Source: an optimization exercise on an open RTL-to-GDS flow (aim: small area). Production flows keep margins and buffers that such runs may drop.
Function was checked by simulation only, so behaviour that the tests miss may differ from the original.
Power is estimated from default activity; no workload was simulated.

==> flow/design.v (outline; a module is shown in full before it is edited, if it fits) <==
// module LeNet_C1_layer: 3792 lines
// module c1_hold: 9 lines
// module c1_nor2: 7 lines
// module c1_fa: 10 lines
module LeNet_C1_layer(
	input	wire		i_sclk,
	input	wire		i_rstn,
	input	wire		i_vsync,
	input	wire		i_hsync,
	input	wire		i_valid,
	input	wire		i_tdata,
	input	wire[5:0]	i_W_en,
	input	wire[7:0]	i_Weight_1,
	input	wire[7:0]	i_Weight_2,
	input	wire[7:0]	i_Weight_3,
	input	wire[7:0]	i_Weight_4,
	input	wire[7:0]	i_Weight_5,
	input	wire[7:0]	i_Weight_6,
	input	wire[4:0]	i_W_addr,
	input	wire[7:0]	i_Bias_1,
	input	wire[7:0]	i_Bias_2,
	input	wire[7:0]	i_Bias_3,
	input	wire[7:0]	i_Bias_4,
	input	wire[7:0]	i_Bias_5,
	input	wire[7:0]	i_Bias_6,
	output	reg 		o_hsync,
	output	reg 		o_valid,
	output	reg [5:0]	o_tdata
);
  // ...
==> flow/flow/run.sh <==
#!/bin/bash
# The standard layout (standard.sh) with two changes: the port buffers use the
# smallest buffer cell, and clock tree synthesis adds no dummy loads and
# clusters up to 25 sinks within 100 um. Each step's full log stays under
# orfs/logs; make's own output goes to standard.log.
set -euo pipefail
export BUFFER_PORTS_ARGS="-buffer_cell sky130_fd_sc_hd__buf_1"
export CTS_ARGS="-sink_clustering_enable -repair_clock_nets -dont_use_dummy_load -sink_clustering_size 25 -sink_clustering_max_diameter 100"
bash standard.sh > standard.log 2>&1
==> flow/standard.sh <==
#!/bin/bash
# synth_recipe.tcl (not shown) runs the flow's synth.tcl, then flattens the netlist and writes it again
# the make line also repeats each setting of config.mk as NAME=value (left out here)
make -C /OpenROAD-flow-scripts/flow DESIGN_CONFIG=/design/flow/config.mk WORK_HOME=/design/flow/orfs CLKGATE_MAP_FILE= SYNTH_SCRIPT=/design/flow/synth_recipe.tcl "${@:-finish}"
==> flow/config.mk <==
export PLATFORM = sky130hd
export DESIGN_NAME = LeNet_C1_layer
export DESIGN_NICKNAME = LeNet_C1_layer
export VERILOG_FILES = /design/flow/design.v
export SDC_FILE = /design/flow/constraint.sdc
export NUM_CORES = 4
export LEC_CHECK = 0
export CAP_MARGIN = 20
export CORE_MARGIN = 2
export CORE_UTILIZATION = 70
export CTS_CLUSTER_DIAMETER = 100
export CTS_CLUSTER_SIZE = 25
export PLACE_DENSITY = 0.8
export SLEW_MARGIN = 20
export SYNTH_HIERARCHICAL = 1
==> flow/constraint.sdc <==
create_clock -name core_clock -period 6.0 [get_ports {i_sclk}]
set_input_delay 1.2000 -clock core_clock [delete_from_list [all_inputs] [get_ports {i_sclk}]]
set_output_delay 1.2000 -clock core_clock [all_outputs]
set_load 0.01 [all_outputs]
==> flow_summary.json, run 1 <==
{
  "outcome": "complete, no violations",
  "nMultiInputCombCells": 4106,
  "crit_path_top_delay_cell": "fa_1",
  "grt_max_degree": 86,
  "drt-met1-wl_um": 80200,
  "r2r_end": "o_tdata[1]$_DFF_P_",
  "fillers": 6480,
  "worst-path-buf-inv": 2,
  "non_clock_buffer_count": 303,
  "critPathCapture": "o_tdata[1]$_DFF_P_",
  "p_per_area_nw_per_um2": 199,
  "async_reset_ff_share_pct": 0,
  "design.seq.count": 1345,
  "clk_share_pct": 2.06,
  "p_int_uw": 11100,
  "area_growth_pct": 7.50,
  "yosys-top-cells-area": "dfxtp_1 39%, fa_1 33%, a22o_1 17%",
  "fin_util_pct": 75.5,
  "netlist_top_cells_count": "1,345 x dfxtp_1, 1,317 x a22o_1, 1,128 x fa_1, 1,083 x nand2_1, 316 x nor2_1",
  "drt-total-wl_um": 209000,
  "core_um2": 98000,
  "antenna_found_initial": 6,
  "cp.depth": 17,
  "hold_slack_ns": 0.330,
  "wl_met3_um": 27100,
  "p_comb_share_pct": 6.6,
  "nNetsFinal": 7120,
  "final_hold_viol_count": 0,
  "skew_ns": 0.0667,
  "std_cell_rows": 115,
  "yosysMostFrequentCell": "dfxtp_1",
  "worst_slack_ns": 0.124,
  "dr.pass1.iters": 6,
  "drc": 0,
  "hold_depth": 0,
  "ys_warn_count": 7,
  "power_clock_uw": 4650,
  "swShare_pct": 24.6,
  "dpl-instance-area_um2": 72200,
  "start_util_pct": 70.2,
  "mostFrequentLayoutCell": "dfxtp_1",
  "r2r_setup_slack_ns": 0.12,
  "vias": 49300,
  "grt_usage_pct": 41.5
}
==> run 2: changes to the inputs <==
--- a/flow/design.v
+++ b/flow/design.v
@@ -63,32 +63,32 @@
 end
 reg [116:0]	lb;
 wire[116:0]	lb_nx;
 wire		lb_e = val_d[5];
 wire		lb_ne = ~val_d[5];
 c1_hold lb_hold[116:0] (.e(lb_e), .ne(lb_ne), .d({lb[115:0], pix_d[5]}), .q(lb), .y(lb_nx));
 always @(posedge i_sclk)
 	lb <= lb_nx;
-wire[24:0]	ndec;
+wire[24:0]	dec, ndec;
 wire		nrst = ~i_rstn;
-wire[5:0]	nwr = ~(i_W_en & {6{i_rstn}});	 
+wire[5:0]	nwr = ~(i_W_en & {6{i_rstn}});
 genvar g, a;
 generate
 	for (a = 0; a < 25; a = a + 1) begin: adec
-		assign ndec[a] = i_W_addr != a;
+		assign dec[a] = i_W_addr == a;
+		assign ndec[a] = ~dec[a];
 	end
 endgenerate
 reg [1199:0]	wr;	 
 generate
 	for (g = 0; g < 6; g = g + 1) begin: wgt
 		for (a = 0; a < 25; a = a + 1) begin: adr
 			wire e, ne;
-			c1_nor2 sel_e (.a(nwr[g]), .b(ndec[a]), .y(e));
-			c1_nor2 sel_ne (.a(e), .b(nrst), .y(ne));
+			c1_sel sel (.nwr(nwr[g]), .ndec(ndec[a]), .wen(i_W_en[g]), .dec(dec[a]), .nrst(nrst), .e(e), .ne(ne));
 			wire[7:0] nx;
 			c1_hold h[7:0] (.e(e), .ne(ne), .d(wt[g]), .q(wr[8*(25*g+a) +: 8]), .y(nx));
 			always @(posedge i_sclk)
 				wr[8*(25*g+a) +: 8] <= nx;
 		end
 	end
 endgenerate
 wire m0_1 = ~(wr[0] & lb[116]);
@@ -3794,22 +3794,27 @@
 	input	wire	e,
 	input	wire	ne,
 	input	wire	d,
 	input	wire	q,
 	output	wire	y
 );
 assign y = (e & d) | (ne & q);
 endmodule
-module c1_nor2(
-	input	wire	a,
-	input	wire	b,
-	output	wire	y
+module c1_sel(
+	input	wire	nwr,	 
+	input	wire	ndec,	 
+	input	wire	wen,	 
+	input	wire	dec,	 
+	input	wire	nrst,	 
+	output	wire	e,
+	output	wire	ne
 );
-assign y = ~(a | b);
+assign e = ~(nwr | ndec);
+assign ne = ~((wen & dec) | nrst);
 endmodule
 module c1_fa(
 	input	wire	a,
 	input	wire	b,
 	input	wire	c,
 	output	wire	s,
 	output	wire	co
 );
==> flow/config.mk (replaced) <==
export PLATFORM = sky130hd
export DESIGN_NAME = LeNet_C1_layer
export DESIGN_NICKNAME = LeNet_C1_layer
export VERILOG_FILES = /design/flow/design.v
export SDC_FILE = /design/flow/constraint.sdc
export NUM_CORES = 4
export LEC_CHECK = 0
export CAP_MARGIN = 20
export CORE_MARGIN = 2
export CORE_UTILIZATION = 60
export CTS_CLUSTER_DIAMETER = 100
export CTS_CLUSTER_SIZE = 25
export PLACE_DENSITY = 0.7
export SLEW_MARGIN = 20
export SYNTH_HIERARCHICAL = 1
==> run 2 against run 1 <==
Critical path depth fell by 1. Wire length increased by 14%. Area after synthesis up 1.2%. Combinational power is 13% higher. Sequential share of layout area is 0.48 points lower. Maximum frequency down 0.18%. Total power rose by 1.4%. Via count grew 1.8%. Design area is 1.3% higher. Synthesized cell count rose by 0.48%. Sequential cell count unchanged.
==> flow_summary.json, run 2 <==
{
  "outcome": "complete, no violations",
  "core_um2": 116000,
  "dieArea_um2": 119000,
  "synth_cells": 5652,
  "dieWidth_um": 345,
  "drt_iter0_drc": 6526,
  "fillers": 9093,
  "required_ns": 6.66,
  "path_max_fanout": 10,
  "peakVddDrop_mv": 0.244,
  "hold_depth": 0,
  "ys_warn_count": 7,
  "mostFrequentLayoutCells": "1,319 x dfxtp_1, 1,317 x a22o_1, 1,127 x fa_1, 1,075 x nand2_1, 167 x nor2_1",
  "cts_resized": 0,
  "async_reset_ff_share_pct": 0,
  "portBuffers": 120,
  "final_hold_viol_count": 0,
  "cts.clk_slew.worst_paths_ns": 0.11,
  "syn_avg_cell_area_um2": 12.3,
  "crit_arrival_ns": 6.55,
  "path_cells": "buf_12 -> nand2_1 -> fa_1 -> fa_1 -> fa_1 -> fa_1 -> fa_1 -> fa_1 -> fa_1 -> fa_1 -> ha_1 -> a211oi_2 -> nand3_1 -> a2bb2oi_1 -> a221oi_1 -> or3_1",
  "crit_path_top_delay_cell": "fa_1",
  "hp-start": "val_d[4]$_DFF_P_",
  "grt_max_degree": 103,
  "htree_levels": 2,
  "gp_congestion": 1.01,
  "grt_usage_pct": 40.2,
  "ff_latch_area_um2": 27000,
  "r2r_end": "o_tdata[0]$_DFF_P_",
  "route.met2.wl_um": 102000,
  "drt-total-wl_um": 238000,
  "slew_headroom_pct": 24.1,
  "synth-seq-area-share_pct": 38.6,
  "synth_top_area_cell": "dfxtp_1",
  "antenna_found_initial": 11,
  "critPathMaxStageDelay_ns": 0.52,
  "post_cts_buffers": 0,
  "syn_area_um2": 69700,
  "skew_ns": 0.0608,
  "drt-met1-wl_um": 94800,
  "multi_input_area_um2": 42000,
  "end_kind": "flop",
  "yosys-top-cells-area": "dfxtp_1 39%, fa_1 32%, a22o_1 17%",
  "routedWlPerCell_um": 32.2,
  "root_buffer": "clkbuf_16",
  "synthDistinctLibCells": 29,
  "r2r-start": "lb[88]$_DFF_P_",
  "mostFrequentLayoutCell": "dfxtp_1",
  "largest_registers": "wr: 1200 flops, lb: 117 flops, val_d: 7 flops",
  "wl_met3_um": 28300,
  "top_layer_used": "met5",
  "hold_path_class": "flop to flop",
  "yosysMostFrequentCell": "dfxtp_1",
  "clk_latency_ns": 0.75,
  "timing.final.setup_violations": 0,
  "max_freq_ghz": 0.170,
  "overflow": 0,
  "slew_viol_final": 0,
  "grt_pass1_wl_um": 344000,
  "largest_reg_flops": 1200,
  "cts.sinks": 1345,
  "detail-route-antenna-nets": 0,
  "cts_hold_buf": 0,
  "yosysTopAreaCellShare_pct": 38.6,
  "cap_violations": 0,
  "drc": 0,
  "die_h_um": 345,
  "vias": 50200,
  "top_register": "wr",
  "hold_slack_ns": 0.329,
  "drive_gt1_share_pct": 7.45,
  "cts_tree": "done",
  "holdPathEnd": "val_d[5]$_DFF_P_",
  "worst_pin_slew_ns": 1.13,
  "p_per_area_nw_per_um2": 199,
  "dr.pass1.iters": 6,
  "min_period_over_period_pct": 98.1,
  "ys_ff_latch": 1345,
  "synth_edf_count": 0,
  "synth-main-ff-cell": "dfxtp_1",
  "cp-start-kind": "flop",
  "p_leak_uw": 0.0228,
  "start_util_pct": 60.2,
  "std_cell_rows": 125,
  "grt_pass1_vias": 49800,
  "nNetsFinal": 7125,
  "cts_max_path_buffers": 3,
  "dpl.hpwl_um": 171000,
  "crit_top_cell": "fa_1",
  "netlist_top_cells_count": "1,345 x dfxtp_1, 1,317 x a22o_1, 1,128 x fa_1, 1,076 x nand2_1, 167 x nor2_1",
  "power_uw": 14900,
  "synth_nets": 6908,
  "via_per_inst": 6.78,
  "reg2regPathDepth": 16,
  "setup.worst_path.class": "flop to flop",
  "io_pins": 121,
  "period_needed_ns": 5.89,
  "r2r_setup_slack_ns": 0.11,
  "area_growth_pct": 7.56,
  "numCtsBuffers": 61
}
==> run 2: cell types whose count changed in the layout (fill, tap and decap cells not counted), sizes merged, moves of 6 or more <==
| cell | change |
|---|---|
| nor2 | -149 |
| nand3 | +6 |
| nand2 | -7 |
| a21oi | +150 |
| clkbuf | +11 |
| buf | -32 |
| inv | +25 |
==> run 2: logic make-up (layout without fill, tap and decap cells) <==
group / Yosys count / after routing / share of synthesized area, %
adders and majority gates: 1143 / 1143 / 32.7
DFF: 1345 / 1345 / 38.6
xor gates and xnor gates: 1 / 1 / 0.0126
and+or+nand+nor: 1425 / 1425 / 8.31
AOI/OAI and AO/OA: 1538 / 1538 / 19.3
buffers and inverters: 200 / 415 / 1.08
other: 0 / 6 / 0
==> run 2: metrics by stage <==
step | cells | utilization [%] | setup WS (ns) | instance area [um^2] | setup TNS, ns
floorplan | 5652 | - | 0.283 | 69700 | 0
global placement | 7328 | 63.3 | 0.264 | 73300 | 0
detailed placement | 7328 | 63.3 | 0.177 | 73300 | 0
CTS | 7389 | 64.7 | 0.0985 | 74800 | 0
global route | 7391 | 64.8 | -0.0279 | 74900 | -0.0457
finish | 7397 | 64.8 | 0.113 | 75000 | 0
==> run 2: Yosys stat by module (local to each module, per instance) <==
module          cell area, um^2  flops+latches  cells inside  times used
c1_hold                    8.76              0             1        1317
LeNet_C1_layer            33700           1345          2907           1
c1_sel                     12.5              0             2         150
c1_fa                      20.0              0             1        1128
==> run 2: area by class of cell <==
type | count | area share [%]
tap | 1524 | 2.54
inverter | 72 | 0.369
antenna | 6 | 0.0200
multi-input combinational | 4107 | 56.1
clock buffer | 61 | 2.04
timing repair buffer | 282 | 2.97
sequential | 1345 | 36.0
==> run 2: worst max path at each step <==
stage                              start                 end  slack (ns)
after floorplan           lb[58]$_DFF_P_  o_tdata[0]$_DFF_P_        0.28
after global placement    lb[31]$_DFF_P_  o_tdata[0]$_DFF_P_        0.26
after detailed placement  lb[84]$_DFF_P_  o_tdata[0]$_DFF_P_        0.18
after CTS                 lb[84]$_DFF_P_  o_tdata[0]$_DFF_P_         0.1
after global routing      lb[88]$_DFF_P_  o_tdata[0]$_DFF_P_       -0.03
final                     lb[88]$_DFF_P_  o_tdata[0]$_DFF_P_        0.11
==> run 2: where the power goes <==
| group | switching [uW] | internal (uW) |
|---|---|---|
| registers | 68.7 | 9020 |
| clock network | 2920 | 1810 |
| logic | 815 | 290 |
| total | 3800 | 11100 |
==> run 2: layer usage <==
metal  track usage (%)  vias to the layer above
li1                  -                    20300
met1              57.7                    25900
met2              57.4                     3369
met3              10.2                      573
met4              19.2                       18
met5                 0                        -
==> run 2: critical path: cells and delay by family, from the launching register on <==
family / cells / cell delay, ns
flops: 1 / 0.48
simple gates: 3 / 0.39
compound gates: 3 / 0.65
fa+ha+maj: 9 / 4.02
buf+inv: 1 / 0.26
==> run 3: changes to the inputs <==
==> flow/run.sh (new file) <==
#!/bin/bash
# synth_recipe.tcl (not shown) runs the flow's synth.tcl, then flattens the netlist and writes it again
# the make line also repeats each setting of config.mk as NAME=value (left out here)
make -C /OpenROAD-flow-scripts/flow DESIGN_CONFIG=/design/flow/config.mk WORK_HOME=/design/flow/orfs CLKGATE_MAP_FILE= SYNTH_SCRIPT=/design/flow/synth_recipe.tcl finish
--- a/flow/config.mk
+++ b/flow/config.mk
@@ -6,5 +6,5 @@
 export NUM_CORES = 4
 export LEC_CHECK = 0
-export CAP_MARGIN = 20
+export CAP_MARGIN = 10
 export CORE_MARGIN = 2
 export CORE_UTILIZATION = 60
@@ -12,4 +12,4 @@
 export CTS_CLUSTER_SIZE = 25
 export PLACE_DENSITY = 0.7
-export SLEW_MARGIN = 20
+export SLEW_MARGIN = 10
 export SYNTH_HIERARCHICAL = 1
removed: flow/flow/run.sh
removed: flow/standard.sh
==> run 3 against run 2 <==
Die area unchanged. Global-route usage shrank 0.21 points. Clock power is 9.1% higher. Critical endpoint is now o_tdata[2]$_DFF_P_.
==> flow_summary.json, run 3 <==
{
  "path_max_fanout": 38,
  "yosys-top-cells-area": "dfxtp_1 39%, fa_1 32%, a22o_1 17%",
  "drt-total-wl_um": 235000,
  "p_leak_uw": 0.0232,
  "hold_path_class": "flop to flop",
  "grt_max_degree": 94,
  "top_register": "wr",
  "mostFrequentLayoutCell": "dfxtp_1",
  "yosysTopAreaCellShare_pct": 38.6,
  "outcome": "complete, no violations",
  "period_needed_ns": 5.83,
  "peakVddDrop_mv": 0.267,
  "dieArea_um2": 119000,
  "ff_latch_area_um2": 27000,
  "dieWidth_um": 345,
  "ys_warn_count": 7,
  "std_cell_rows": 125,
  "slew_headroom_pct": 11.8,
  "cap_violations": 0,
  "numCtsBuffers": 66,
  "dr.pass1.iters": 6,
  "ys_ff_latch": 1345,
  "die_h_um": 345,
  "synth_cells": 5652,
  "start_util_pct": 60.2,
  "grt_usage_pct": 40.0,
  "required_ns": 6.65,
  "max_freq_ghz": 0.171,
  "syn_avg_cell_area_um2": 12.3,
  "drt_iter0_drc": 6642,
  "nNetsFinal": 7143,
  "synth-seq-area-share_pct": 38.6,
  "synth_nets": 6908,
  "core_um2": 116000,
  "dpl.hpwl_um": 170000,
  "synthDistinctLibCells": 29,
  "drc": 0,
  "gp_congestion": 0.985,
  "multi_input_area_um2": 42000,
  "fin_util_pct": 65.7,
  "via_per_inst": 6.71,
  "mostFrequentLayoutCells": "1,319 x dfxtp_1, 1,317 x a22o_1, 1,123 x fa_1, 1,075 x nand2_1, 167 x nor2_1",
  "fin_tns_setup_ns": 0,
  "clk_latency_ns": 0.70,
  "final_hold_viol_count": 0,
  "cts.clk_slew.worst_paths_ns": 0.11,
  "rsz0062_at_grt": "no",
  "p_per_area_nw_per_um2": 202,
  "netlist_top_cells_count": "1,345 x dfxtp_1, 1,317 x a22o_1, 1,128 x fa_1, 1,076 x nand2_1, 167 x nor2_1",
  "fin_area_um2": 76100,
  "synth_top_area_cell": "dfxtp_1",
  "synth_edf_count": 0,
  "async_reset_ff_share_pct": 0,
  "drive_gt1_share_pct": 7.76,
  "dpl-instance-area_um2": 74200,
  "largest_registers": "wr: 1200 flops, lb: 117 flops, val_d: 7 flops",
  "post_cts_buffers": 0,
  "antenna_found_initial": 8,
  "syn_area_um2": 69700,
  "cp-start-kind": "flop",
  "synth-main-ff-cell": "dfxtp_1",
  "timing.final.setup_violations": 0,
  "area_growth_pct": 9.16,
  "worst_pin_slew_ns": 1.32,
  "cts.sinks": 1345,
  "min_period_over_period_pct": 97.2,
  "detail-route-antenna-nets": 0,
  "crit_arrival_ns": 6.49,
  "routedWlPerCell_um": 31.6,
  "overflow": 0,
  "yosysMostFrequentCell": "dfxtp_1",
  "io_pins": 121,
  "skew_ns": 0.0159,
  "end_kind": "flop",
  "largest_reg_flops": 1200,
  "grt_pass1_vias": 50000,
  "cts_tree": "done",
  "htree_levels": 3,
  "fillers": 8932,
  "portBuffers": 120,
  "setup.worst_path.class": "flop to flop",
  "cts_max_path_buffers": 3,
  "root_buffer": "clkbuf_16",
  "grt_pass1_wl_um": 342000,
  "vias": 49900,
  "slew_viol_final": 0
}
==> run 3: cell counts after synthesis <==
Identical to the previous run, type by type.
==> run 3: where the power goes <==
group          switching, uW  internal (uW)
registers               67.4           9020
clock network           3090           2080
logic                    807            341
total                   3960          11400
==> run 3: routing by layer <==
metal	vias to the layer above	track usage (%)	part of all wire (%)
met4	14	18.4	5.5
met5	-	0	0.038
met1	25800	56.9	40
met3	543	10.4	12
li1	20300	-	-
met2	3203	57.8	43
==> run 3: Yosys stat by module (local to each module, per instance) <==
| module | flip-flops and latches | area [um^2] |
|---|---|---|
| LeNet_C1_layer | 1345 | 33700 |
| c1_sel | 0 | 12.5 |
| c1_hold | 0 | 8.76 |
| c1_fa | 0 | 20.0 |
==> run 3: per-stage QoR <==
step           cells  setup WS (ns)  hold WS [ns]  power [uW]
2_1_floorplan   5652          0.283         0.310        9760
3_3_place_gp    7343          0.207         0.311       10400
3_5_place_dp    7343          0.153         0.312       10400
4_1_cts         7426         0.0816         0.334       15400
5_1_grt         7426        0.00901         0.340       15800
6_report        7431          0.166         0.332       15400
==> run 3: layout make-up <==
type,instances,area share [%]
multi-input combinational,4107,55.3
sequential,1345,35.4
timing repair buffer,295,3.96
tap,1524,2.51
clock buffer,69,2.21
inverter,72,0.364
clock inverter,14,0.222
antenna,5,0.0164
==> run 3: worst paths after layout <==
path / from / endpoint / slack, ns / cells after the start
max: lb[28]$_DFF_P_ / o_tdata[2]$_DFF_P_ / 0.17 / 17
min: res_d[5]$_DFF_P_ / res_d[6]$_DFF_P_ / 0.33 / 0
max reg2reg: lb[28]$_DFF_P_ / o_tdata[2]$_DFF_P_ / 0.17 / 17
min reg2reg: res_d[5]$_DFF_P_ / res_d[6]$_DFF_P_ / 0.33 / 0
==> run 3: cell families (layout without fill, tap and decap cells) <==
| kind of cell | after synthesis | after routing | synth area share, % |
|---|---|---|---|
| XOR/XNOR | 1 | 1 | 0.0126 |
| AND/OR/NAND/NOR | 1425 | 1425 | 8.31 |
| AO/OA/AOI/OAI | 1538 | 1538 | 19.3 |
| buffers and inverters | 200 | 450 | 1.08 |
| flip-flops | 1345 | 1345 | 38.6 |
| adder cells (fa/ha/maj) | 1143 | 1143 | 32.7 |
| other | 0 | 5 | 0 |
==> run 3: critical path, stage by stage, from the launching register on <==
cell	delay [ns]
dfxtp_2	0.36
buf_12	0.23
buf_12	0.18
and2_1	0.15
fa_1	0.45
fa_1	0.55
fa_1	0.44
fa_1	0.46
fa_1	0.39
fa_1	0.45
fa_1	0.39
fa_1	0.44
ha_1	0.31
a211oi_1	0.30
nand3_1	0.14
a2bb2oi_1	0.15
a221oi_1	0.21
or3_1	0.14
==> run 3: repair_timing <==
item,CTS,global route
endpoints found under the setup margin,0,5
hold buffers,0,0
gates resized for setup,0,13

==> separate check: timing with driven ports <==
The results above use ideal ports. As a check the final layouts listed here were re-extracted and re-timed, cells and wires unchanged. Step 1 (the two cells are an assumption about what drives the block):
set clk [get_ports {i_sclk}]
set_driving_cell -lib_cell sky130_fd_sc_hd__clkbuf_16 $clk
set_driving_cell -lib_cell sky130_fd_sc_hd__buf_2 [delete_from_list [all_inputs] $clk]
Step 2 moves the port delays by t, midway between the first and last clock arrival at a register: inputs arrive t later, outputs are due t later. That takes back most of the time a late clock gives input paths. Three values: no drivers, after step 1, after step 2; two values: the first two.
| run | shift t [ns] | slack for setup (ns) | worst register clock-pin slew, ns |
|---|---|---|---|
| run 1 | 0.770 | 0.124 / 0.124 / 0.124 | 0.11 / 0.11 |
| run 2 | 0.813 | 0.113 / 0.113 / 0.113 | 0.11 / 0.11 |
| run 3 | 0.760 | 0.166 / 0.166 / 0.166 | 0.11 / 0.11 |
After both steps setup and hold are still met in every run listed.
